This is an optimization exercise on Yosys and OpenROAD, whose aim is small area and a short achievable clock period, not a production implementation. In this exercise RTL edits were held to simulation tests only and were not proved equivalent to the original.

==> flow/design.v, too long to show whole: its modules and the start of the top module <==
// module top_32bit: 119 lines
// module opmux: 4 lines
// module ltcmp: 3 lines
// module mulfront: 941 lines
// module csaback: 359 lines
// module xo2: 3 lines
module top_32bit(
    input               clk,
    input               we,
    input               reset,
    input      [31:0]   data,
    input      [1:0]    p_sel,
    input      [31:0]   P0,
    input      [31:0]   P1,
    output     [31:0]   P0_out,
    output     [31:0]   P1_out,
    output     [31:0]   data_out
  );
  // ...
==> flow/flow/run.sh <==
#!/bin/bash
set -euo pipefail
bash standard.sh SETUP_SLACK_MARGIN=6.5 finish > layout_make.log 2>&1
==> flow/standard.sh <==
#!/bin/bash
# synth_recipe.tcl (not shown) runs the flow's synth.tcl, then flattens the netlist and writes it again
# the make line also repeats each setting of config.mk as NAME=value (left out here)
make -C /OpenROAD-flow-scripts/flow DESIGN_CONFIG=/design/flow/config.mk WORK_HOME=/design/flow/orfs CLKGATE_MAP_FILE= SYNTH_SCRIPT=/design/flow/synth_recipe.tcl "${@:-finish}"
==> flow/config.mk <==
export PLATFORM = sky130hd
export DESIGN_NAME = top_32bit
export DESIGN_NICKNAME = top_32bit
export VERILOG_FILES = /design/flow/design.v
export SDC_FILE = /design/flow/constraint.sdc
export NUM_CORES = 4
export LEC_CHECK = 0
export CAP_MARGIN = 20
export CORE_MARGIN = 2
export CORE_UTILIZATION = 40
export SLEW_MARGIN = 20
export SYNTH_HIERARCHICAL = 1
==> flow/constraint.sdc <==
create_clock -name core_clock -period 12.0 [get_ports {clk}]
set_input_delay 2.4000 -clock core_clock [delete_from_list [all_inputs] [get_ports {clk}]]
set_output_delay 2.4000 -clock core_clock [all_outputs]
set_load 0.01 [all_outputs]
==> flow_metrics.env, run 1 <==
export IMPL_wl_per_cell_microns=30.5
export IMPL_fin_util_pct=54.6
export IMPL_largest_register_ff_count=384
export IMPL_initial_utilization_pct=40.3
export IMPL_yosysMostFrequentCell="edfxtp_1"
export IMPL_top_layer_used="met5"
export IMPL_hold_ws_ns=0.490
export IMPL_yosysWarnings=7
export IMPL_critPathLaunch="mid[22]$_DFF_P_"
export IMPL_hold_depth=1
export IMPL_synth_mux_area_share_pct=10.9
export IMPL_cts_sinks=778
export IMPL_path_cells="xor2_2, xnor2_1, a21oi_2, ha_4, buf_4, buf_6, and3_4, o211ai_1, a21o_1, buf_4, o21ai_2, xor2_2, buf_6, clkdlybuf4s15_2"
export IMPL_hold_end="a1[0]$_DFF_PP0_"
export IMPL_yosysTopAreaCell="edfxtp_1"
export IMPL_synth_xor_area_share_pct=5.32
export IMPL_status="finished clean"
export IMPL_coreArea_sq_um=125000
export IMPL_synth_area_sq_um=50500
export IMPL_syn_inst=4724
export IMPL_synthSimpleGateAreaFrac_pct=8.91
export IMPL_route_met3_wl_mm=27.8
export IMPL_drv_slew=0
export IMPL_max_freq_mhz=151
export IMPL_cts_made_buffers=86
export IMPL_num_multi_input_gates=3226
export IMPL_path_max_fanout=4
export IMPL_die_w_microns=359
export IMPL_synth_top_family_by_area="compound AO/OA/AOI/OAI gates"
export IMPL_synth_adder_area_share_pct=4.23
==> module top_32bit, before the edit <==
module top_32bit(
    input               clk,
    input               we,
    input               reset,
    input      [31:0]   data,
    input      [1:0]    p_sel,
    input      [31:0]   P0,
    input      [31:0]   P1,
    output     [31:0]   P0_out,
    output     [31:0]   P1_out,
    output     [31:0]   data_out
  );
  localparam [2:0] OP_ADD = 3'd0, OP_SUB = 3'd1, OP_MUL = 3'd2, OP_AND = 3'd3,
                   OP_OR  = 3'd4, OP_XOR = 3'd5, OP_LT  = 3'd6;
  reg  [4:0]  a1;
  reg         first;
  always @(posedge clk or posedge reset)
    if (reset) a1 <= 5'd0;
    else       a1 <= first ? 5'd0 : a1 + 5'd1;
  always @(posedge clk)
    first <= reset;
  wire [3:0] d_op = data[31:28];
  wire [2:0] d_rs = data[27:25];
  wire [2:0] d_rA = data[24:22];
  wire [2:0] d_rB = data[21:19];
  reg  [2:0] e_op, e_A, e_B;
  always @* begin
    e_A = d_rA;
    e_B = d_rB;
    case (d_op)
      4'b0000: e_op = OP_ADD;
      4'b0001: e_op = OP_SUB;
      4'b0010: e_op = OP_MUL;
      4'b0011: e_op = OP_AND;
      4'b0100: e_op = OP_OR;
      4'b0101: e_op = OP_XOR;
      4'b0110: begin e_op = OP_LT; e_A = d_rB; e_B = d_rA; end
      4'b0111: e_op = OP_LT;
      4'b1001: begin e_op = OP_AND; e_B = d_rA; end
      default: begin e_op = OP_XOR; e_B = d_rA; end
    endcase
  end
  wire [11:0] enc = {e_op, d_rs, e_A, e_B};
  reg  [11:0] mem [0:31];
  always @(posedge clk)
    if (we) mem[a1] <= enc;
  reg  [11:0] J;
  always @(posedge clk)
    J <= we ? enc : mem[a1];
  wire [2:0] j_op = J[11:9];
  wire [2:0] j_rs = J[8:6];
  wire [2:0] j_A  = J[5:3];
  wire [2:0] j_B  = J[2:0];
  reg  [31:0]  R0, R1;
  reg  [191:0] Rh;         
  reg  [7:2]   valid;
  reg  [2:0]   rs_cur;     
  wire [31:0]  alu;        
  always @(posedge clk or posedge reset)
    if (reset) begin
      R0 <= 32'd0;
      R1 <= 32'd0;
    end else begin
      if (rs_cur == 3'd0) R0 <= p_sel[0] ? alu : P0;
      if (rs_cur == 3'd1) R1 <= p_sel[1] ? alu : P1;
    end
  genvar k;
  generate
    for (k = 2; k < 8; k = k + 1) begin : g_reg
      always @(posedge clk)
        if (rs_cur == k) Rh[32*(k-2) +: 32] <= alu;
      always @(posedge clk or posedge reset)
        if (reset)             valid[k] <= 1'b0;
        else if (rs_cur == k)  valid[k] <= 1'b1;
    end
  endgenerate
  wire [255:0] Rall = {Rh, R1, R0};
  wire [7:0]   vall = {valid, 2'b11};
  wire        fwdA = (j_A == rs_cur);
  wire        fwdB = (j_B == rs_cur);
  wire [31:0] rA_val = Rall[32*j_A +: 32];
  wire [31:0] rB_val = Rall[32*j_B +: 32];
  wire [31:0] A_reg = (~fwdA & vall[j_A]) ? rA_val : 32'd0;
  wire [31:0] B_reg = (~fwdB & vall[j_B]) ? rB_val : 32'd0;
  wire        sP0 = (rs_cur == 3'd0) & ~p_sel[0];
  wire        sP1 = (rs_cur == 3'd1) & ~p_sel[1];
  wire [31:0] A, B;
  opmux u_opA (.alu(alu), .p0(P0), .p1(P1), .r(A_reg),
               .gy(fwdA & ~sP0 & ~sP1), .gp0(fwdA & sP0), .gp1(fwdA & sP1), .y(A));
  opmux u_opB (.alu(alu), .p0(P0), .p1(P1), .r(B_reg),
               .gy(fwdB & ~sP0 & ~sP1), .gp0(fwdB & sP0), .gp1(fwdB & sP1), .y(B));
  wire        nr    = ~reset;
  wire        s_mul = nr & (j_op == OP_MUL);
  wire        s_add = nr & (j_op == OP_ADD);
  wire        s_sub = nr & (j_op == OP_SUB);
  wire        s_or  = nr & (j_op == OP_OR);
  wire        s_xor = nr & (j_op == OP_XOR);
  wire        s_lt  = nr & (j_op == OP_LT);
  wire        s_and = nr & (j_op == OP_AND | j_op == 3'd7);
  wire        lt;
  ltcmp u_lt (.a(A), .b(B), .lt(lt));
  wire [31:0] ox = ({32{s_add | s_sub}} & A) | ({32{s_or}} & (A | B)) |
                   ({32{s_xor}} & (A ^ B)) | ({32{s_and}} & (A & B)) |
                   {31'd0, s_lt & lt};
  wire [31:0] oy = ({32{s_add}} & B) | ({32{s_sub}} & ~B);
  wire        ocin = s_sub;
  wire [117:0] mid_next;
  reg  [117:0] mid;
  mulfront u_front (.a(A[15:0]), .b(B[15:0]), .is_mul(s_mul), .ox(ox), .oy(oy),
                    .ocin(ocin), .m(mid_next));
  always @(posedge clk) begin
    mid    <= mid_next;
    rs_cur <= reset ? 3'd0 : j_rs;
  end
  csaback u_back (.m(mid), .s(alu));
  assign P0_out   = R0;
  assign P1_out   = R1;
  assign data_out = alu;
endmodule
==> module opmux, before the edit <==
module opmux(input [31:0] alu, input [31:0] p0, input [31:0] p1, input [31:0] r,
             input gy, input gp0, input gp1, output [31:0] y);
  assign y = ({32{gy}} & alu) | ({32{gp0}} & p0) | ({32{gp1}} & p1) | r;
endmodule
==> run 2: changes to the inputs <==
--- a/flow/design.v
+++ b/flow/design.v
@@ -39,61 +39,80 @@
       4'b1001: begin e_op = OP_AND; e_B = d_rA; end
       default: begin e_op = OP_XOR; e_B = d_rA; end
     endcase
   end
   wire [11:0] enc = {e_op, d_rs, e_A, e_B};
   reg  [11:0] mem [0:31];
   always @(posedge clk)
     if (we) mem[a1] <= enc;
-  reg  [11:0] J;
+  wire [11:0] Jn = we ? enc : mem[a1];
+  wire [2:0]  jn_A = Jn[5:3];
+  wire [2:0]  jn_B = Jn[2:0];
+  reg  [5:0]  J;
   always @(posedge clk)
-    J <= we ? enc : mem[a1];
-  wire [2:0] j_op = J[11:9];
-  wire [2:0] j_rs = J[8:6];
-  wire [2:0] j_A  = J[5:3];
-  wire [2:0] j_B  = J[2:0];
+    J <= Jn[11:6];
+  wire [2:0] j_op = J[5:3];
+  wire [2:0] j_rs = J[2:0];
   reg  [31:0]  R0, R1;
   reg  [191:0] Rh;         
   reg  [7:2]   valid;
   reg  [2:0]   rs_cur;     
   wire [31:0]  alu;        
+  wire [31:0]  wb0 = p_sel[0] ? alu : P0;
+  wire [31:0]  wb1 = p_sel[1] ? alu : P1;
   always @(posedge clk or posedge reset)
     if (reset) begin
       R0 <= 32'd0;
       R1 <= 32'd0;
     end else begin
-      if (rs_cur == 3'd0) R0 <= p_sel[0] ? alu : P0;
-      if (rs_cur == 3'd1) R1 <= p_sel[1] ? alu : P1;
+      if (rs_cur == 3'd0) R0 <= wb0;
+      if (rs_cur == 3'd1) R1 <= wb1;
     end
   genvar k;
   generate
     for (k = 2; k < 8; k = k + 1) begin : g_reg
       always @(posedge clk)
         if (rs_cur == k) Rh[32*(k-2) +: 32] <= alu;
       always @(posedge clk or posedge reset)
         if (reset)             valid[k] <= 1'b0;
         else if (rs_cur == k)  valid[k] <= 1'b1;
     end
   endgenerate
+  wire [2:0]  rs_n    = reset ? 3'd0 : j_rs;
+  wire [7:0]  valid_n = reset ? 8'd0 : ({valid, 2'b00} | (8'd1 << rs_cur));
+  wire [7:0]  ok_n    = valid_n | 8'b11;
+  wire        fwdA_n  = (jn_A == rs_n);
+  wire        fwdB_n  = (jn_B == rs_n);
+  reg  [7:0]  selA, selB;
+  reg         gA0, gA1, gAY, gB0, gB1, gBY;
+  always @(posedge clk) begin
+    selA <= fwdA_n ? 8'd0 : ((8'd1 << jn_A) & ok_n);
+    selB <= fwdB_n ? 8'd0 : ((8'd1 << jn_B) & ok_n);
+    gA0  <= fwdA_n & (rs_n == 3'd0);
+    gA1  <= fwdA_n & (rs_n == 3'd1);
+    gAY  <= fwdA_n & (rs_n[2:1] != 2'd0);
+    gB0  <= fwdB_n & (rs_n == 3'd0);
+    gB1  <= fwdB_n & (rs_n == 3'd1);
+    gBY  <= fwdB_n & (rs_n[2:1] != 2'd0);
+  end
   wire [255:0] Rall = {Rh, R1, R0};
-  wire [7:0]   vall = {valid, 2'b11};
-  wire        fwdA = (j_A == rs_cur);
-  wire        fwdB = (j_B == rs_cur);
-  wire [31:0] rA_val = Rall[32*j_A +: 32];
-  wire [31:0] rB_val = Rall[32*j_B +: 32];
-  wire [31:0] A_reg = (~fwdA & vall[j_A]) ? rA_val : 32'd0;
-  wire [31:0] B_reg = (~fwdB & vall[j_B]) ? rB_val : 32'd0;
-  wire        sP0 = (rs_cur == 3'd0) & ~p_sel[0];
-  wire        sP1 = (rs_cur == 3'd1) & ~p_sel[1];
+  reg  [31:0]  A_reg, B_reg;
+  integer i;
+  always @* begin
+    A_reg = 32'd0;
+    B_reg = 32'd0;
+    for (i = 0; i < 8; i = i + 1) begin
+      A_reg = A_reg | ({32{selA[i]}} & Rall[32*i +: 32]);
+      B_reg = B_reg | ({32{selB[i]}} & Rall[32*i +: 32]);
+    end
+  end
   wire [31:0] A, B;
-  opmux u_opA (.alu(alu), .p0(P0), .p1(P1), .r(A_reg),
-               .gy(fwdA & ~sP0 & ~sP1), .gp0(fwdA & sP0), .gp1(fwdA & sP1), .y(A));
-  opmux u_opB (.alu(alu), .p0(P0), .p1(P1), .r(B_reg),
-               .gy(fwdB & ~sP0 & ~sP1), .gp0(fwdB & sP0), .gp1(fwdB & sP1), .y(B));
+  opmux u_opA (.wb0(wb0), .wb1(wb1), .alu(alu), .r(A_reg), .g0(gA0), .g1(gA1), .gy(gAY), .y(A));
+  opmux u_opB (.wb0(wb0), .wb1(wb1), .alu(alu), .r(B_reg), .g0(gB0), .g1(gB1), .gy(gBY), .y(B));
   wire        nr    = ~reset;
   wire        s_mul = nr & (j_op == OP_MUL);
   wire        s_add = nr & (j_op == OP_ADD);
   wire        s_sub = nr & (j_op == OP_SUB);
   wire        s_or  = nr & (j_op == OP_OR);
   wire        s_xor = nr & (j_op == OP_XOR);
   wire        s_lt  = nr & (j_op == OP_LT);
   wire        s_and = nr & (j_op == OP_AND | j_op == 3'd7);
@@ -112,19 +131,19 @@
     mid    <= mid_next;
     rs_cur <= reset ? 3'd0 : j_rs;
   end
   csaback u_back (.m(mid), .s(alu));
   assign P0_out   = R0;
   assign P1_out   = R1;
   assign data_out = alu;
 endmodule
-module opmux(input [31:0] alu, input [31:0] p0, input [31:0] p1, input [31:0] r,
-             input gy, input gp0, input gp1, output [31:0] y);
-  assign y = ({32{gy}} & alu) | ({32{gp0}} & p0) | ({32{gp1}} & p1) | r;
+module opmux(input [31:0] wb0, input [31:0] wb1, input [31:0] alu, input [31:0] r,
+             input g0, input g1, input gy, output [31:0] y);
+  assign y = ({32{g0}} & wb0) | ({32{g1}} & wb1) | ({32{gy}} & alu) | r;
 endmodule
 module ltcmp(input [31:0] a, input [31:0] b, output lt);
   assign lt = a < b;
 endmodule
 module mulfront(input [15:0] a, input [15:0] b, input is_mul, input [31:0] ox,
                 input [31:0] oy, input ocin, output [117:0] m);
   wire one1;
   wire two2;
@@ -531,183 +550,167 @@
   wire c403;
   wire x404;
   wire x405;
   wire s406;
   wire c407;
   wire s408;
   wire c409;
   wire x410;
-  assign one1 = b[0] ^ 1'b0;
-  assign two2 = (b[1] & ~b[0] & ~1'b0) | (~b[1] & b[0] & 1'b0);
-  assign neg3 = b[1];
-  assign pp4 = ((one1 & a[0]) | (two2 & 1'b0)) ^ neg3;
-  assign pp5 = ((one1 & a[1]) | (two2 & a[0])) ^ neg3;
-  assign pp6 = ((one1 & a[2]) | (two2 & a[1])) ^ neg3;
-  assign pp7 = ((one1 & a[3]) | (two2 & a[2])) ^ neg3;
-  assign pp8 = ((one1 & a[4]) | (two2 & a[3])) ^ neg3;
-  assign pp9 = ((one1 & a[5]) | (two2 & a[4])) ^ neg3;
-  assign pp10 = ((one1 & a[6]) | (two2 & a[5])) ^ neg3;
-  assign pp11 = ((one1 & a[7]) | (two2 & a[6])) ^ neg3;
-  assign pp12 = ((one1 & a[8]) | (two2 & a[7])) ^ neg3;
-  assign pp13 = ((one1 & a[9]) | (two2 & a[8])) ^ neg3;
-  assign pp14 = ((one1 & a[10]) | (two2 & a[9])) ^ neg3;
-  assign pp15 = ((one1 & a[11]) | (two2 & a[10])) ^ neg3;
-  assign pp16 = ((one1 & a[12]) | (two2 & a[11])) ^ neg3;
-  assign pp17 = ((one1 & a[13]) | (two2 & a[12])) ^ neg3;
-  assign pp18 = ((one1 & a[14]) | (two2 & a[13])) ^ neg3;
-  assign pp19 = ((one1 & a[15]) | (two2 & a[14])) ^ neg3;
-  assign pp20 = ((one1 & 1'b0) | (two2 & a[15])) ^ neg3;
+  benc u_e0 (.x2(b[1]), .x1(b[0]), .x0(1'b0), .one(one1), .two(two2), .neg(neg3));
+  bsel u_s0_0 (.one(one1), .two(two2), .neg(neg3), .a1(a[0]), .a0(1'b0), .pp(pp4));
+  bsel u_s0_1 (.one(one1), .two(two2), .neg(neg3), .a1(a[1]), .a0(a[0]), .pp(pp5));
+  bsel u_s0_2 (.one(one1), .two(two2), .neg(neg3), .a1(a[2]), .a0(a[1]), .pp(pp6));
+  bsel u_s0_3 (.one(one1), .two(two2), .neg(neg3), .a1(a[3]), .a0(a[2]), .pp(pp7));
+  bsel u_s0_4 (.one(one1), .two(two2), .neg(neg3), .a1(a[4]), .a0(a[3]), .pp(pp8));
+  bsel u_s0_5 (.one(one1), .two(two2), .neg(neg3), .a1(a[5]), .a0(a[4]), .pp(pp9));
+  bsel u_s0_6 (.one(one1), .two(two2), .neg(neg3), .a1(a[6]), .a0(a[5]), .pp(pp10));
+  bsel u_s0_7 (.one(one1), .two(two2), .neg(neg3), .a1(a[7]), .a0(a[6]), .pp(pp11));
+  bsel u_s0_8 (.one(one1), .two(two2), .neg(neg3), .a1(a[8]), .a0(a[7]), .pp(pp12));
+  bsel u_s0_9 (.one(one1), .two(two2), .neg(neg3), .a1(a[9]), .a0(a[8]), .pp(pp13));
+  bsel u_s0_10 (.one(one1), .two(two2), .neg(neg3), .a1(a[10]), .a0(a[9]), .pp(pp14));
+  bsel u_s0_11 (.one(one1), .two(two2), .neg(neg3), .a1(a[11]), .a0(a[10]), .pp(pp15));
+  bsel u_s0_12 (.one(one1), .two(two2), .neg(neg3), .a1(a[12]), .a0(a[11]), .pp(pp16));
+  bsel u_s0_13 (.one(one1), .two(two2), .neg(neg3), .a1(a[13]), .a0(a[12]), .pp(pp17));
+  bsel u_s0_14 (.one(one1), .two(two2), .neg(neg3), .a1(a[14]), .a0(a[13]), .pp(pp18));
+  bsel u_s0_15 (.one(one1), .two(two2), .neg(neg3), .a1(a[15]), .a0(a[14]), .pp(pp19));
+  bsel u_s0_16 (.one(one1), .two(two2), .neg(neg3), .a1(1'b0), .a0(a[15]), .pp(pp20));
   assign ns21 = ~neg3;
-  assign one22 = b[2] ^ b[1];
-  assign two23 = (b[3] & ~b[2] & ~b[1]) | (~b[3] & b[2] & b[1]);
-  assign neg24 = b[3];
-  assign pp25 = ((one22 & a[0]) | (two23 & 1'b0)) ^ neg24;
-  assign pp26 = ((one22 & a[1]) | (two23 & a[0])) ^ neg24;
-  assign pp27 = ((one22 & a[2]) | (two23 & a[1])) ^ neg24;
-  assign pp28 = ((one22 & a[3]) | (two23 & a[2])) ^ neg24;
-  assign pp29 = ((one22 & a[4]) | (two23 & a[3])) ^ neg24;
-  assign pp30 = ((one22 & a[5]) | (two23 & a[4])) ^ neg24;
-  assign pp31 = ((one22 & a[6]) | (two23 & a[5])) ^ neg24;
-  assign pp32 = ((one22 & a[7]) | (two23 & a[6])) ^ neg24;
-  assign pp33 = ((one22 & a[8]) | (two23 & a[7])) ^ neg24;
-  assign pp34 = ((one22 & a[9]) | (two23 & a[8])) ^ neg24;
-  assign pp35 = ((one22 & a[10]) | (two23 & a[9])) ^ neg24;
-  assign pp36 = ((one22 & a[11]) | (two23 & a[10])) ^ neg24;
-  assign pp37 = ((one22 & a[12]) | (two23 & a[11])) ^ neg24;
-  assign pp38 = ((one22 & a[13]) | (two23 & a[12])) ^ neg24;
-  assign pp39 = ((one22 & a[14]) | (two23 & a[13])) ^ neg24;
-  assign pp40 = ((one22 & a[15]) | (two23 & a[14])) ^ neg24;
-  assign pp41 = ((one22 & 1'b0) | (two23 & a[15])) ^ neg24;
+  benc u_e1 (.x2(b[3]), .x1(b[2]), .x0(b[1]), .one(one22), .two(two23), .neg(neg24));
+  bsel u_s1_0 (.one(one22), .two(two23), .neg(neg24), .a1(a[0]), .a0(1'b0), .pp(pp25));
+  bsel u_s1_1 (.one(one22), .two(two23), .neg(neg24), .a1(a[1]), .a0(a[0]), .pp(pp26));
+  bsel u_s1_2 (.one(one22), .two(two23), .neg(neg24), .a1(a[2]), .a0(a[1]), .pp(pp27));
+  bsel u_s1_3 (.one(one22), .two(two23), .neg(neg24), .a1(a[3]), .a0(a[2]), .pp(pp28));
+  bsel u_s1_4 (.one(one22), .two(two23), .neg(neg24), .a1(a[4]), .a0(a[3]), .pp(pp29));
+  bsel u_s1_5 (.one(one22), .two(two23), .neg(neg24), .a1(a[5]), .a0(a[4]), .pp(pp30));
+  bsel u_s1_6 (.one(one22), .two(two23), .neg(neg24), .a1(a[6]), .a0(a[5]), .pp(pp31));
+  bsel u_s1_7 (.one(one22), .two(two23), .neg(neg24), .a1(a[7]), .a0(a[6]), .pp(pp32));
+  bsel u_s1_8 (.one(one22), .two(two23), .neg(neg24), .a1(a[8]), .a0(a[7]), .pp(pp33));
+  bsel u_s1_9 (.one(one22), .two(two23), .neg(neg24), .a1(a[9]), .a0(a[8]), .pp(pp34));
+  bsel u_s1_10 (.one(one22), .two(two23), .neg(neg24), .a1(a[10]), .a0(a[9]), .pp(pp35));
+  bsel u_s1_11 (.one(one22), .two(two23), .neg(neg24), .a1(a[11]), .a0(a[10]), .pp(pp36));
+  bsel u_s1_12 (.one(one22), .two(two23), .neg(neg24), .a1(a[12]), .a0(a[11]), .pp(pp37));
+  bsel u_s1_13 (.one(one22), .two(two23), .neg(neg24), .a1(a[13]), .a0(a[12]), .pp(pp38));
+  bsel u_s1_14 (.one(one22), .two(two23), .neg(neg24), .a1(a[14]), .a0(a[13]), .pp(pp39));
+  bsel u_s1_15 (.one(one22), .two(two23), .neg(neg24), .a1(a[15]), .a0(a[14]), .pp(pp40));
+  bsel u_s1_16 (.one(one22), .two(two23), .neg(neg24), .a1(1'b0), .a0(a[15]), .pp(pp41));
   assign ns42 = ~neg24;
-  assign one43 = b[4] ^ b[3];
-  assign two44 = (b[5] & ~b[4] & ~b[3]) | (~b[5] & b[4] & b[3]);
-  assign neg45 = b[5];
-  assign pp46 = ((one43 & a[0]) | (two44 & 1'b0)) ^ neg45;
-  assign pp47 = ((one43 & a[1]) | (two44 & a[0])) ^ neg45;
-  assign pp48 = ((one43 & a[2]) | (two44 & a[1])) ^ neg45;
-  assign pp49 = ((one43 & a[3]) | (two44 & a[2])) ^ neg45;
-  assign pp50 = ((one43 & a[4]) | (two44 & a[3])) ^ neg45;
-  assign pp51 = ((one43 & a[5]) | (two44 & a[4])) ^ neg45;
-  assign pp52 = ((one43 & a[6]) | (two44 & a[5])) ^ neg45;
-  assign pp53 = ((one43 & a[7]) | (two44 & a[6])) ^ neg45;
-  assign pp54 = ((one43 & a[8]) | (two44 & a[7])) ^ neg45;
-  assign pp55 = ((one43 & a[9]) | (two44 & a[8])) ^ neg45;
-  assign pp56 = ((one43 & a[10]) | (two44 & a[9])) ^ neg45;
-  assign pp57 = ((one43 & a[11]) | (two44 & a[10])) ^ neg45;
-  assign pp58 = ((one43 & a[12]) | (two44 & a[11])) ^ neg45;
-  assign pp59 = ((one43 & a[13]) | (two44 & a[12])) ^ neg45;
-  assign pp60 = ((one43 & a[14]) | (two44 & a[13])) ^ neg45;
-  assign pp61 = ((one43 & a[15]) | (two44 & a[14])) ^ neg45;
-  assign pp62 = ((one43 & 1'b0) | (two44 & a[15])) ^ neg45;
+  benc u_e2 (.x2(b[5]), .x1(b[4]), .x0(b[3]), .one(one43), .two(two44), .neg(neg45));
+  bsel u_s2_0 (.one(one43), .two(two44), .neg(neg45), .a1(a[0]), .a0(1'b0), .pp(pp46));
+  bsel u_s2_1 (.one(one43), .two(two44), .neg(neg45), .a1(a[1]), .a0(a[0]), .pp(pp47));
+  bsel u_s2_2 (.one(one43), .two(two44), .neg(neg45), .a1(a[2]), .a0(a[1]), .pp(pp48));
+  bsel u_s2_3 (.one(one43), .two(two44), .neg(neg45), .a1(a[3]), .a0(a[2]), .pp(pp49));
+  bsel u_s2_4 (.one(one43), .two(two44), .neg(neg45), .a1(a[4]), .a0(a[3]), .pp(pp50));
+  bsel u_s2_5 (.one(one43), .two(two44), .neg(neg45), .a1(a[5]), .a0(a[4]), .pp(pp51));
+  bsel u_s2_6 (.one(one43), .two(two44), .neg(neg45), .a1(a[6]), .a0(a[5]), .pp(pp52));
+  bsel u_s2_7 (.one(one43), .two(two44), .neg(neg45), .a1(a[7]), .a0(a[6]), .pp(pp53));
+  bsel u_s2_8 (.one(one43), .two(two44), .neg(neg45), .a1(a[8]), .a0(a[7]), .pp(pp54));
+  bsel u_s2_9 (.one(one43), .two(two44), .neg(neg45), .a1(a[9]), .a0(a[8]), .pp(pp55));
+  bsel u_s2_10 (.one(one43), .two(two44), .neg(neg45), .a1(a[10]), .a0(a[9]), .pp(pp56));
+  bsel u_s2_11 (.one(one43), .two(two44), .neg(neg45), .a1(a[11]), .a0(a[10]), .pp(pp57));
+  bsel u_s2_12 (.one(one43), .two(two44), .neg(neg45), .a1(a[12]), .a0(a[11]), .pp(pp58));
+  bsel u_s2_13 (.one(one43), .two(two44), .neg(neg45), .a1(a[13]), .a0(a[12]), .pp(pp59));
+  bsel u_s2_14 (.one(one43), .two(two44), .neg(neg45), .a1(a[14]), .a0(a[13]), .pp(pp60));
+  bsel u_s2_15 (.one(one43), .two(two44), .neg(neg45), .a1(a[15]), .a0(a[14]), .pp(pp61));
+  bsel u_s2_16 (.one(one43), .two(two44), .neg(neg45), .a1(1'b0), .a0(a[15]), .pp(pp62));
   assign ns63 = ~neg45;
-  assign one64 = b[6] ^ b[5];
-  assign two65 = (b[7] & ~b[6] & ~b[5]) | (~b[7] & b[6] & b[5]);
-  assign neg66 = b[7];
-  assign pp67 = ((one64 & a[0]) | (two65 & 1'b0)) ^ neg66;
-  assign pp68 = ((one64 & a[1]) | (two65 & a[0])) ^ neg66;
-  assign pp69 = ((one64 & a[2]) | (two65 & a[1])) ^ neg66;
-  assign pp70 = ((one64 & a[3]) | (two65 & a[2])) ^ neg66;
-  assign pp71 = ((one64 & a[4]) | (two65 & a[3])) ^ neg66;
-  assign pp72 = ((one64 & a[5]) | (two65 & a[4])) ^ neg66;
-  assign pp73 = ((one64 & a[6]) | (two65 & a[5])) ^ neg66;
-  assign pp74 = ((one64 & a[7]) | (two65 & a[6])) ^ neg66;
-  assign pp75 = ((one64 & a[8]) | (two65 & a[7])) ^ neg66;
-  assign pp76 = ((one64 & a[9]) | (two65 & a[8])) ^ neg66;
-  assign pp77 = ((one64 & a[10]) | (two65 & a[9])) ^ neg66;
-  assign pp78 = ((one64 & a[11]) | (two65 & a[10])) ^ neg66;
-  assign pp79 = ((one64 & a[12]) | (two65 & a[11])) ^ neg66;
-  assign pp80 = ((one64 & a[13]) | (two65 & a[12])) ^ neg66;
-  assign pp81 = ((one64 & a[14]) | (two65 & a[13])) ^ neg66;
-  assign pp82 = ((one64 & a[15]) | (two65 & a[14])) ^ neg66;
-  assign pp83 = ((one64 & 1'b0) | (two65 & a[15])) ^ neg66;
+  benc u_e3 (.x2(b[7]), .x1(b[6]), .x0(b[5]), .one(one64), .two(two65), .neg(neg66));
+  bsel u_s3_0 (.one(one64), .two(two65), .neg(neg66), .a1(a[0]), .a0(1'b0), .pp(pp67));
+  bsel u_s3_1 (.one(one64), .two(two65), .neg(neg66), .a1(a[1]), .a0(a[0]), .pp(pp68));
+  bsel u_s3_2 (.one(one64), .two(two65), .neg(neg66), .a1(a[2]), .a0(a[1]), .pp(pp69));
+  bsel u_s3_3 (.one(one64), .two(two65), .neg(neg66), .a1(a[3]), .a0(a[2]), .pp(pp70));
+  bsel u_s3_4 (.one(one64), .two(two65), .neg(neg66), .a1(a[4]), .a0(a[3]), .pp(pp71));
+  bsel u_s3_5 (.one(one64), .two(two65), .neg(neg66), .a1(a[5]), .a0(a[4]), .pp(pp72));
+  bsel u_s3_6 (.one(one64), .two(two65), .neg(neg66), .a1(a[6]), .a0(a[5]), .pp(pp73));
+  bsel u_s3_7 (.one(one64), .two(two65), .neg(neg66), .a1(a[7]), .a0(a[6]), .pp(pp74));
+  bsel u_s3_8 (.one(one64), .two(two65), .neg(neg66), .a1(a[8]), .a0(a[7]), .pp(pp75));
+  bsel u_s3_9 (.one(one64), .two(two65), .neg(neg66), .a1(a[9]), .a0(a[8]), .pp(pp76));
+  bsel u_s3_10 (.one(one64), .two(two65), .neg(neg66), .a1(a[10]), .a0(a[9]), .pp(pp77));
+  bsel u_s3_11 (.one(one64), .two(two65), .neg(neg66), .a1(a[11]), .a0(a[10]), .pp(pp78));
+  bsel u_s3_12 (.one(one64), .two(two65), .neg(neg66), .a1(a[12]), .a0(a[11]), .pp(pp79));
+  bsel u_s3_13 (.one(one64), .two(two65), .neg(neg66), .a1(a[13]), .a0(a[12]), .pp(pp80));
+  bsel u_s3_14 (.one(one64), .two(two65), .neg(neg66), .a1(a[14]), .a0(a[13]), .pp(pp81));
+  bsel u_s3_15 (.one(one64), .two(two65), .neg(neg66), .a1(a[15]), .a0(a[14]), .pp(pp82));
+  bsel u_s3_16 (.one(one64), .two(two65), .neg(neg66), .a1(1'b0), .a0(a[15]), .pp(pp83));
   assign ns84 = ~neg66;
-  assign one85 = b[8] ^ b[7];
-  assign two86 = (b[9] & ~b[8] & ~b[7]) | (~b[9] & b[8] & b[7]);
-  assign neg87 = b[9];
-  assign pp88 = ((one85 & a[0]) | (two86 & 1'b0)) ^ neg87;
-  assign pp89 = ((one85 & a[1]) | (two86 & a[0])) ^ neg87;
-  assign pp90 = ((one85 & a[2]) | (two86 & a[1])) ^ neg87;
-  assign pp91 = ((one85 & a[3]) | (two86 & a[2])) ^ neg87;
-  assign pp92 = ((one85 & a[4]) | (two86 & a[3])) ^ neg87;
-  assign pp93 = ((one85 & a[5]) | (two86 & a[4])) ^ neg87;
-  assign pp94 = ((one85 & a[6]) | (two86 & a[5])) ^ neg87;
-  assign pp95 = ((one85 & a[7]) | (two86 & a[6])) ^ neg87;
-  assign pp96 = ((one85 & a[8]) | (two86 & a[7])) ^ neg87;
-  assign pp97 = ((one85 & a[9]) | (two86 & a[8])) ^ neg87;
-  assign pp98 = ((one85 & a[10]) | (two86 & a[9])) ^ neg87;
-  assign pp99 = ((one85 & a[11]) | (two86 & a[10])) ^ neg87;
-  assign pp100 = ((one85 & a[12]) | (two86 & a[11])) ^ neg87;
-  assign pp101 = ((one85 & a[13]) | (two86 & a[12])) ^ neg87;
-  assign pp102 = ((one85 & a[14]) | (two86 & a[13])) ^ neg87;
-  assign pp103 = ((one85 & a[15]) | (two86 & a[14])) ^ neg87;
-  assign pp104 = ((one85 & 1'b0) | (two86 & a[15])) ^ neg87;
+  benc u_e4 (.x2(b[9]), .x1(b[8]), .x0(b[7]), .one(one85), .two(two86), .neg(neg87));
+  bsel u_s4_0 (.one(one85), .two(two86), .neg(neg87), .a1(a[0]), .a0(1'b0), .pp(pp88));
+  bsel u_s4_1 (.one(one85), .two(two86), .neg(neg87), .a1(a[1]), .a0(a[0]), .pp(pp89));
+  bsel u_s4_2 (.one(one85), .two(two86), .neg(neg87), .a1(a[2]), .a0(a[1]), .pp(pp90));
+  bsel u_s4_3 (.one(one85), .two(two86), .neg(neg87), .a1(a[3]), .a0(a[2]), .pp(pp91));
+  bsel u_s4_4 (.one(one85), .two(two86), .neg(neg87), .a1(a[4]), .a0(a[3]), .pp(pp92));
+  bsel u_s4_5 (.one(one85), .two(two86), .neg(neg87), .a1(a[5]), .a0(a[4]), .pp(pp93));
+  bsel u_s4_6 (.one(one85), .two(two86), .neg(neg87), .a1(a[6]), .a0(a[5]), .pp(pp94));
+  bsel u_s4_7 (.one(one85), .two(two86), .neg(neg87), .a1(a[7]), .a0(a[6]), .pp(pp95));
+  bsel u_s4_8 (.one(one85), .two(two86), .neg(neg87), .a1(a[8]), .a0(a[7]), .pp(pp96));
+  bsel u_s4_9 (.one(one85), .two(two86), .neg(neg87), .a1(a[9]), .a0(a[8]), .pp(pp97));
+  bsel u_s4_10 (.one(one85), .two(two86), .neg(neg87), .a1(a[10]), .a0(a[9]), .pp(pp98));
+  bsel u_s4_11 (.one(one85), .two(two86), .neg(neg87), .a1(a[11]), .a0(a[10]), .pp(pp99));
+  bsel u_s4_12 (.one(one85), .two(two86), .neg(neg87), .a1(a[12]), .a0(a[11]), .pp(pp100));
+  bsel u_s4_13 (.one(one85), .two(two86), .neg(neg87), .a1(a[13]), .a0(a[12]), .pp(pp101));
+  bsel u_s4_14 (.one(one85), .two(two86), .neg(neg87), .a1(a[14]), .a0(a[13]), .pp(pp102));
+  bsel u_s4_15 (.one(one85), .two(two86), .neg(neg87), .a1(a[15]), .a0(a[14]), .pp(pp103));
+  bsel u_s4_16 (.one(one85), .two(two86), .neg(neg87), .a1(1'b0), .a0(a[15]), .pp(pp104));
   assign ns105 = ~neg87;
-  assign one106 = b[10] ^ b[9];
-  assign two107 = (b[11] & ~b[10] & ~b[9]) | (~b[11] & b[10] & b[9]);
-  assign neg108 = b[11];
-  assign pp109 = ((one106 & a[0]) | (two107 & 1'b0)) ^ neg108;
-  assign pp110 = ((one106 & a[1]) | (two107 & a[0])) ^ neg108;
-  assign pp111 = ((one106 & a[2]) | (two107 & a[1])) ^ neg108;
-  assign pp112 = ((one106 & a[3]) | (two107 & a[2])) ^ neg108;
-  assign pp113 = ((one106 & a[4]) | (two107 & a[3])) ^ neg108;
-  assign pp114 = ((one106 & a[5]) | (two107 & a[4])) ^ neg108;
-  assign pp115 = ((one106 & a[6]) | (two107 & a[5])) ^ neg108;
-  assign pp116 = ((one106 & a[7]) | (two107 & a[6])) ^ neg108;
-  assign pp117 = ((one106 & a[8]) | (two107 & a[7])) ^ neg108;
-  assign pp118 = ((one106 & a[9]) | (two107 & a[8])) ^ neg108;
-  assign pp119 = ((one106 & a[10]) | (two107 & a[9])) ^ neg108;
-  assign pp120 = ((one106 & a[11]) | (two107 & a[10])) ^ neg108;
-  assign pp121 = ((one106 & a[12]) | (two107 & a[11])) ^ neg108;
-  assign pp122 = ((one106 & a[13]) | (two107 & a[12])) ^ neg108;
-  assign pp123 = ((one106 & a[14]) | (two107 & a[13])) ^ neg108;
-  assign pp124 = ((one106 & a[15]) | (two107 & a[14])) ^ neg108;
-  assign pp125 = ((one106 & 1'b0) | (two107 & a[15])) ^ neg108;
+  benc u_e5 (.x2(b[11]), .x1(b[10]), .x0(b[9]), .one(one106), .two(two107), .neg(neg108));
+  bsel u_s5_0 (.one(one106), .two(two107), .neg(neg108), .a1(a[0]), .a0(1'b0), .pp(pp109));
+  bsel u_s5_1 (.one(one106), .two(two107), .neg(neg108), .a1(a[1]), .a0(a[0]), .pp(pp110));
+  bsel u_s5_2 (.one(one106), .two(two107), .neg(neg108), .a1(a[2]), .a0(a[1]), .pp(pp111));
+  bsel u_s5_3 (.one(one106), .two(two107), .neg(neg108), .a1(a[3]), .a0(a[2]), .pp(pp112));
+  bsel u_s5_4 (.one(one106), .two(two107), .neg(neg108), .a1(a[4]), .a0(a[3]), .pp(pp113));
+  bsel u_s5_5 (.one(one106), .two(two107), .neg(neg108), .a1(a[5]), .a0(a[4]), .pp(pp114));
+  bsel u_s5_6 (.one(one106), .two(two107), .neg(neg108), .a1(a[6]), .a0(a[5]), .pp(pp115));
+  bsel u_s5_7 (.one(one106), .two(two107), .neg(neg108), .a1(a[7]), .a0(a[6]), .pp(pp116));
+  bsel u_s5_8 (.one(one106), .two(two107), .neg(neg108), .a1(a[8]), .a0(a[7]), .pp(pp117));
+  bsel u_s5_9 (.one(one106), .two(two107), .neg(neg108), .a1(a[9]), .a0(a[8]), .pp(pp118));
+  bsel u_s5_10 (.one(one106), .two(two107), .neg(neg108), .a1(a[10]), .a0(a[9]), .pp(pp119));
+  bsel u_s5_11 (.one(one106), .two(two107), .neg(neg108), .a1(a[11]), .a0(a[10]), .pp(pp120));
+  bsel u_s5_12 (.one(one106), .two(two107), .neg(neg108), .a1(a[12]), .a0(a[11]), .pp(pp121));
+  bsel u_s5_13 (.one(one106), .two(two107), .neg(neg108), .a1(a[13]), .a0(a[12]), .pp(pp122));
+  bsel u_s5_14 (.one(one106), .two(two107), .neg(neg108), .a1(a[14]), .a0(a[13]), .pp(pp123));
+  bsel u_s5_15 (.one(one106), .two(two107), .neg(neg108), .a1(a[15]), .a0(a[14]), .pp(pp124));
+  bsel u_s5_16 (.one(one106), .two(two107), .neg(neg108), .a1(1'b0), .a0(a[15]), .pp(pp125));
   assign ns126 = ~neg108;
-  assign one127 = b[12] ^ b[11];
-  assign two128 = (b[13] & ~b[12] & ~b[11]) | (~b[13] & b[12] & b[11]);
-  assign neg129 = b[13];
-  assign pp130 = ((one127 & a[0]) | (two128 & 1'b0)) ^ neg129;
-  assign pp131 = ((one127 & a[1]) | (two128 & a[0])) ^ neg129;
-  assign pp132 = ((one127 & a[2]) | (two128 & a[1])) ^ neg129;
-  assign pp133 = ((one127 & a[3]) | (two128 & a[2])) ^ neg129;
-  assign pp134 = ((one127 & a[4]) | (two128 & a[3])) ^ neg129;
-  assign pp135 = ((one127 & a[5]) | (two128 & a[4])) ^ neg129;
-  assign pp136 = ((one127 & a[6]) | (two128 & a[5])) ^ neg129;
-  assign pp137 = ((one127 & a[7]) | (two128 & a[6])) ^ neg129;
-  assign pp138 = ((one127 & a[8]) | (two128 & a[7])) ^ neg129;
-  assign pp139 = ((one127 & a[9]) | (two128 & a[8])) ^ neg129;
-  assign pp140 = ((one127 & a[10]) | (two128 & a[9])) ^ neg129;
-  assign pp141 = ((one127 & a[11]) | (two128 & a[10])) ^ neg129;
-  assign pp142 = ((one127 & a[12]) | (two128 & a[11])) ^ neg129;
-  assign pp143 = ((one127 & a[13]) | (two128 & a[12])) ^ neg129;
-  assign pp144 = ((one127 & a[14]) | (two128 & a[13])) ^ neg129;
-  assign pp145 = ((one127 & a[15]) | (two128 & a[14])) ^ neg129;
-  assign pp146 = ((one127 & 1'b0) | (two128 & a[15])) ^ neg129;
+  benc u_e6 (.x2(b[13]), .x1(b[12]), .x0(b[11]), .one(one127), .two(two128), .neg(neg129));
+  bsel u_s6_0 (.one(one127), .two(two128), .neg(neg129), .a1(a[0]), .a0(1'b0), .pp(pp130));
+  bsel u_s6_1 (.one(one127), .two(two128), .neg(neg129), .a1(a[1]), .a0(a[0]), .pp(pp131));
+  bsel u_s6_2 (.one(one127), .two(two128), .neg(neg129), .a1(a[2]), .a0(a[1]), .pp(pp132));
+  bsel u_s6_3 (.one(one127), .two(two128), .neg(neg129), .a1(a[3]), .a0(a[2]), .pp(pp133));
+  bsel u_s6_4 (.one(one127), .two(two128), .neg(neg129), .a1(a[4]), .a0(a[3]), .pp(pp134));
+  bsel u_s6_5 (.one(one127), .two(two128), .neg(neg129), .a1(a[5]), .a0(a[4]), .pp(pp135));
+  bsel u_s6_6 (.one(one127), .two(two128), .neg(neg129), .a1(a[6]), .a0(a[5]), .pp(pp136));
+  bsel u_s6_7 (.one(one127), .two(two128), .neg(neg129), .a1(a[7]), .a0(a[6]), .pp(pp137));
+  bsel u_s6_8 (.one(one127), .two(two128), .neg(neg129), .a1(a[8]), .a0(a[7]), .pp(pp138));
+  bsel u_s6_9 (.one(one127), .two(two128), .neg(neg129), .a1(a[9]), .a0(a[8]), .pp(pp139));
+  bsel u_s6_10 (.one(one127), .two(two128), .neg(neg129), .a1(a[10]), .a0(a[9]), .pp(pp140));
+  bsel u_s6_11 (.one(one127), .two(two128), .neg(neg129), .a1(a[11]), .a0(a[10]), .pp(pp141));
+  bsel u_s6_12 (.one(one127), .two(two128), .neg(neg129), .a1(a[12]), .a0(a[11]), .pp(pp142));
+  bsel u_s6_13 (.one(one127), .two(two128), .neg(neg129), .a1(a[13]), .a0(a[12]), .pp(pp143));
+  bsel u_s6_14 (.one(one127), .two(two128), .neg(neg129), .a1(a[14]), .a0(a[13]), .pp(pp144));
+  bsel u_s6_15 (.one(one127), .two(two128), .neg(neg129), .a1(a[15]), .a0(a[14]), .pp(pp145));
+  bsel u_s6_16 (.one(one127), .two(two128), .neg(neg129), .a1(1'b0), .a0(a[15]), .pp(pp146));
   assign ns147 = ~neg129;
-  assign one148 = b[14] ^ b[13];
-  assign two149 = (b[15] & ~b[14] & ~b[13]) | (~b[15] & b[14] & b[13]);
-  assign neg150 = b[15];
-  assign pp151 = ((one148 & a[0]) | (two149 & 1'b0)) ^ neg150;
-  assign pp152 = ((one148 & a[1]) | (two149 & a[0])) ^ neg150;
-  assign pp153 = ((one148 & a[2]) | (two149 & a[1])) ^ neg150;
-  assign pp154 = ((one148 & a[3]) | (two149 & a[2])) ^ neg150;
-  assign pp155 = ((one148 & a[4]) | (two149 & a[3])) ^ neg150;
-  assign pp156 = ((one148 & a[5]) | (two149 & a[4])) ^ neg150;
-  assign pp157 = ((one148 & a[6]) | (two149 & a[5])) ^ neg150;
-  assign pp158 = ((one148 & a[7]) | (two149 & a[6])) ^ neg150;
-  assign pp159 = ((one148 & a[8]) | (two149 & a[7])) ^ neg150;
-  assign pp160 = ((one148 & a[9]) | (two149 & a[8])) ^ neg150;
-  assign pp161 = ((one148 & a[10]) | (two149 & a[9])) ^ neg150;
-  assign pp162 = ((one148 & a[11]) | (two149 & a[10])) ^ neg150;
-  assign pp163 = ((one148 & a[12]) | (two149 & a[11])) ^ neg150;
-  assign pp164 = ((one148 & a[13]) | (two149 & a[12])) ^ neg150;
-  assign pp165 = ((one148 & a[14]) | (two149 & a[13])) ^ neg150;
-  assign pp166 = ((one148 & a[15]) | (two149 & a[14])) ^ neg150;
-  assign pp167 = ((one148 & 1'b0) | (two149 & a[15])) ^ neg150;
+  benc u_e7 (.x2(b[15]), .x1(b[14]), .x0(b[13]), .one(one148), .two(two149), .neg(neg150));
+  bsel u_s7_0 (.one(one148), .two(two149), .neg(neg150), .a1(a[0]), .a0(1'b0), .pp(pp151));
+  bsel u_s7_1 (.one(one148), .two(two149), .neg(neg150), .a1(a[1]), .a0(a[0]), .pp(pp152));
+  bsel u_s7_2 (.one(one148), .two(two149), .neg(neg150), .a1(a[2]), .a0(a[1]), .pp(pp153));
+  bsel u_s7_3 (.one(one148), .two(two149), .neg(neg150), .a1(a[3]), .a0(a[2]), .pp(pp154));
+  bsel u_s7_4 (.one(one148), .two(two149), .neg(neg150), .a1(a[4]), .a0(a[3]), .pp(pp155));
+  bsel u_s7_5 (.one(one148), .two(two149), .neg(neg150), .a1(a[5]), .a0(a[4]), .pp(pp156));
+  bsel u_s7_6 (.one(one148), .two(two149), .neg(neg150), .a1(a[6]), .a0(a[5]), .pp(pp157));
+  bsel u_s7_7 (.one(one148), .two(two149), .neg(neg150), .a1(a[7]), .a0(a[6]), .pp(pp158));
+  bsel u_s7_8 (.one(one148), .two(two149), .neg(neg150), .a1(a[8]), .a0(a[7]), .pp(pp159));
+  bsel u_s7_9 (.one(one148), .two(two149), .neg(neg150), .a1(a[9]), .a0(a[8]), .pp(pp160));
+  bsel u_s7_10 (.one(one148), .two(two149), .neg(neg150), .a1(a[10]), .a0(a[9]), .pp(pp161));
+  bsel u_s7_11 (.one(one148), .two(two149), .neg(neg150), .a1(a[11]), .a0(a[10]), .pp(pp162));
+  bsel u_s7_12 (.one(one148), .two(two149), .neg(neg150), .a1(a[12]), .a0(a[11]), .pp(pp163));
+  bsel u_s7_13 (.one(one148), .two(two149), .neg(neg150), .a1(a[13]), .a0(a[12]), .pp(pp164));
+  bsel u_s7_14 (.one(one148), .two(two149), .neg(neg150), .a1(a[14]), .a0(a[13]), .pp(pp165));
+  bsel u_s7_15 (.one(one148), .two(two149), .neg(neg150), .a1(a[15]), .a0(a[14]), .pp(pp166));
+  bsel u_s7_16 (.one(one148), .two(two149), .neg(neg150), .a1(1'b0), .a0(a[15]), .pp(pp167));
   assign ns168 = ~neg150;
   assign one169 = 1'b0 ^ b[15];
   assign pp170 = one169 & a[0];
   assign pp171 = one169 & a[1];
   assign pp172 = one169 & a[2];
   assign pp173 = one169 & a[3];
   assign pp174 = one169 & a[4];
   assign pp175 = one169 & a[5];
@@ -1419,11 +1422,19 @@
   assign c173 = c165 & s170;
   xo2 u_x10059 (.a(m[116]), .b(m[117]), .y(x175));
   assign s176 = x175 ^ c171;
   assign c177 = x175 ? c171 : m[116];
   wire [31:0] ra = {c173, c168, c162, c156, c150, c144, c138, c132, c126, c120, c114, c108, c102, c96, c90, c84, c78, c72, c66, c60, c54, c48, c42, c36, c30, c23, s20, s14, c9, c5, c2, m[2]};
   wire [31:0] rb = {s176, s172, s167, s161, s155, s149, s143, s137, s131, s125, s119, s113, s107, s101, s95, s89, s83, s77, s71, s65, s59, s53, s47, s41, s35, s29, s22, s16, s10, s8, s4, s1};
   assign s = ra + rb;
 endmodule
+module benc(input x2, input x1, input x0, output one, output two, output neg);
+  assign one = x1 ^ x0;
+  assign two = (x2 & ~x1 & ~x0) | (~x2 & x1 & x0);
+  assign neg = x2;
+endmodule
+module bsel(input one, input two, input neg, input a1, input a0, output pp);
+  assign pp = ((one & a1) | (two & a0)) ^ neg;
+endmodule
 module xo2(input a, input b, output y);
   assign y = a ^ b;
 endmodule
==> flow/config.mk (replaced) <==
export PLATFORM = sky130hd
export DESIGN_NAME = top_32bit
export DESIGN_NICKNAME = top_32bit
export VERILOG_FILES = /design/flow/design.v
export SDC_FILE = /design/flow/constraint.sdc
export NUM_CORES = 4
export LEC_CHECK = 0
export CAP_MARGIN = 20
export CORE_MARGIN = 2
export CORE_UTILIZATION = 60
export SLEW_MARGIN = 20
export SYNTH_HIERARCHICAL = 1
==> run 2 against run 1 <==
  * Cell count down 26%
  * First-iteration DRC count fell by 24%
  * Hold slack lost 0.037 ns
  * Die area shrank 40%
  * Flip-flop and latch count grew 23
  * Clock skew decreased by 0.016 ns
  * Synthesized cell count is 21% lower
  * Register-to-register slack got worse by 0.41 ns
  * Largest cell class unchanged
==> flow_metrics.env, run 2 <==
export IMPL_status="finished clean"
export IMPL_htreeDepth=3
export IMPL_wl_per_cell_microns=31.8
export IMPL_clkSlewWorstSetupHoldPaths_ns=0.06
export IMPL_die_h_microns=278
export IMPL_placed_area_sq_um=48300
export IMPL_async_flop_share_pct=9.36
export IMPL_synth_edf_count=576
export IMPL_grt_use_total_pct=41.1
export IMPL_cts_made_buffers=84
export IMPL_hold_class="reg -> reg"
export IMPL_synth_common_cells="576 x edfxtp_1, 333 x a22oi_1, 250 x xnor2_1"
export IMPL_n_antenna_cell=0
export IMPL_cts_buffer_depth=3
export IMPL_die_w_microns=278
export IMPL_max_freq_mhz=151
export IMPL_areaGrowthSynthToFinish_pct=25.4
export IMPL_synth_distinct_cells=113
export IMPL_endpoint_kind="output pin"
export IMPL_drv_slew=0
export IMPL_first_global_vias=35400
export IMPL_path_class="reg -> out"
export IMPL_hpwl_mm=97.5
export IMPL_wl_mm=165
export IMPL_ys_seq_elements=801
export IMPL_nFillCells=4644
export IMPL_rows=100
export IMPL_reg_largest_list="mem (384), Rh (192), mid (118)"
export IMPL_yosysWarnings=7
export IMPL_place_gp_congestion=0.931
export IMPL_rsz0062_at_grt="true"
export IMPL_grt_overflow_total=0
export IMPL_critPathLaunch="mid[17]$_DFF_P_"
export IMPL_critPathLaunchType="flip-flop"
export IMPL_drv_cap=0
export IMPL_largest_register_ff_count=384
export IMPL_period_share_pct=55.2
export IMPL_drt_iter0_drc=4912
export IMPL_cp_required_ns=9.60
export IMPL_path_max_fanout=3
export IMPL_skew_ns=0.0396
export IMPL_hold_start="valid[2]$_DFFE_PP0P_"
export IMPL_arrival_ns=4.23
export IMPL_ys_seq_area_share_pct=49.1
export IMPL_port_buffers=177
export IMPL_clkLatencyLatePin_ns=0.68
export IMPL_placedCellCount=4752
export IMPL_syn_inst=3724
export IMPL_cts_sinks=801
export IMPL_cts_root_buffer="clkbuf_16"
export IMPL_antenna_left=0
export IMPL_tightest_slew_ns=1.20
export IMPL_top_register="mem"
export IMPL_synth_area_sq_um=45200
export IMPL_grt_pass1_wl_mm=233
export IMPL_dieArea_sq_um=77500
export IMPL_finalCriticalPeriod_ns=6.63
export IMPL_hold_buffers=0
export IMPL_firstDrtPassIters=9
export IMPL_fin_util_pct=76.0
export IMPL_avgViaCountPerCell=6.95
export IMPL_yosys_top_cells_area="edfxtp_1 38%, dfxtp_1 6.6%, a22oi_1 5.5%"
export IMPL_nets=4369
export IMPL_coreArea_sq_um=74600
export IMPL_drive_gt1_share_pct=34.8
export IMPL_tritoncts="done"
export IMPL_vias=36000
export IMPL_slew_headroom_pct=19.7
export IMPL_io_pins=197
export IMPL_setup_viol=0
export IMPL_mostFrequentLayoutCells="576 x edfxtp_1, 313 x a22oi_1, 284 x buf_4, 186 x xnor2_1, 167 x mux2_2"
export IMPL_tns_ns=0
export IMPL_initial_utilization_pct=60.6
export IMPL_grt_max_degree=66
export IMPL_synth_top_area_share_pct=38.3
export IMPL_final_area_sq_um=56700
export IMPL_yosysTopAreaCell="edfxtp_1"
export IMPL_syn_avg_cell_area_sq_um=12.1
export IMPL_yosysMostFrequentCell="edfxtp_1"
export IMPL_synth_ff_type="edfxtp_1"
export IMPL_route_detailed_drc=0
export IMPL_reg2reg_from="mid[17]$_DFF_P_"
export IMPL_layoutNonFillerInstCount=5175
export IMPL_hold_violations=0
export IMPL_final_common_cell="edfxtp_1"
export IMPL_antenna_found_initial=3
-- run 2: cell types whose count changed in the layout (fill, tap and decap cells not counted), sizes merged, moves of 49 or more --
cell	change
o41ai	-131
buf	-360
a21oi	-110
nor2	-116
o211ai	-271
o21ai	-80
a22oi	+391
nand4	+72
a211oi	-52
maj3	-49
nand2	-129
xnor2	+123
a2111oi	-63
inv	-68
-- run 2: critical path: stages, from the launching register on --
cell and delay [ns]:
dfxtp_2 0.34, xor2_2 0.19, mux2_4 0.35, xor2_4 0.19
nor2_2 0.06, a21oi_2 0.19, ha_4 0.25, a21o_1 0.18
a21o_1 0.20, a221o_2 0.45, buf_6 0.15, o211ai_1 0.28
buf_4 0.17, a21oi_2 0.06, a211oi_4 0.27, buf_2 0.20
-- run 2: what timing repair did --
action,CTS,global route
hold endpoints to repair,0,0
gates cloned,8,0
setup endpoints to repair,106,100
setup buffers,177,83
gates resized for setup,480,259
pin swaps,135,170
-- run 2: cell type report --
type | instances | area, sq um | area share [%]
tap | 969 | 1210 | 2.14
inverter | 145 | 548 | 0.967
clock inverter | 39 | 562 | 0.991
clock buffer | 116 | 2350 | 4.15
multi-input combinational | 2551 | 24600 | 43.4
timing repair buffer | 554 | 5160 | 9.11
sequential | 801 | 22200 | 39.2
-- run 2: cell families after synthesis --
kind of cell | after synthesis | share of synthesized area (%)
AOI/OAI and AO/OA | 917 | 16.1
xor gates and xnor gates | 438 | 8.50
adders and majority gates | 131 | 3.64
buffers and inverters | 396 | 4.61
DFF | 801 | 49.1
muxes | 349 | 10.4
other | 1 | 0.00830
and+or+nand+nor | 691 | 7.71
-- run 2: layer usage --
layer,wire length [microns],GRT usage (%)
met5,0,0
met4,12700,25.9
met3,19700,10.1
met2,73500,63.5
met1,58800,52.3
-- run 2: path summary, 6_finish.rpt --
path	to	slack, ns	cells after the start
max	data_out[27]	5.37	15
min	valid[2]$_DFFE_PP0P_	0.45	1
max reg2reg	mid[62]$_DFF_P_	5.55	30
max in group asynchronous	R0[23]$_DFFE_PP0N_	8.00	3
min reg2reg	valid[2]$_DFFE_PP0P_	0.45	1
min in group asynchronous	a1[1]$_DFF_PP0_	2.73	2
-- run 2: through the flow --
step	hold WS [ns]	worst slack [ns]
2_1_floorplan	0.416	6.32
3_3_place_gp	0.430	4.75
3_5_place_dp	0.431	4.60
4_1_cts	0.460	5.49
5_1_grt	0.470	5.24
6_report	0.454	5.37
-- run 2: modules after synthesis (local to each module, per instance) --
module / area (sq um) / copies in the design / cells
benc: 38.8 / 8 / 5
bsel: 21.3 / 136 / 2
csaback: 3140 / 1 / 434
ltcmp: 798 / 1 / 110
mulfront: 2370 / 1 / 363
opmux: 603 / 2 / 105
top_32bit: 33300 / 1 / 2161
xo2: 8.76 / 134 / 1

==> separate check: timing with driven ports <==
No port has a modelled driver above. Below, the same layouts with a new extraction and two added sets of constraints.
Step 1 assumes that a clkbuf_16 drives the clock port and a buf_2 every other input.
Step 2 also shifts input and output timing later by t, the mid clock arrival at the registers, as if the neighbouring blocks saw the same clock.
a / b / c = ideal ports / drivers / drivers and shift; a / b = the first two.
run	shift t [ns]	setup slack, ns	slew at the worst register clock pin (ns)
run 1	0.772	5.380 / 5.309 / 5.385	0.07 / 0.07
run 2	0.734	5.374 / 5.301 / 5.353	0.07 / 0.07
After both steps setup and hold are still met in every run listed. For run 2, which loses most, drivers alone change the setup slack by -0.073 ns; drivers and shift together by -0.021 ns.
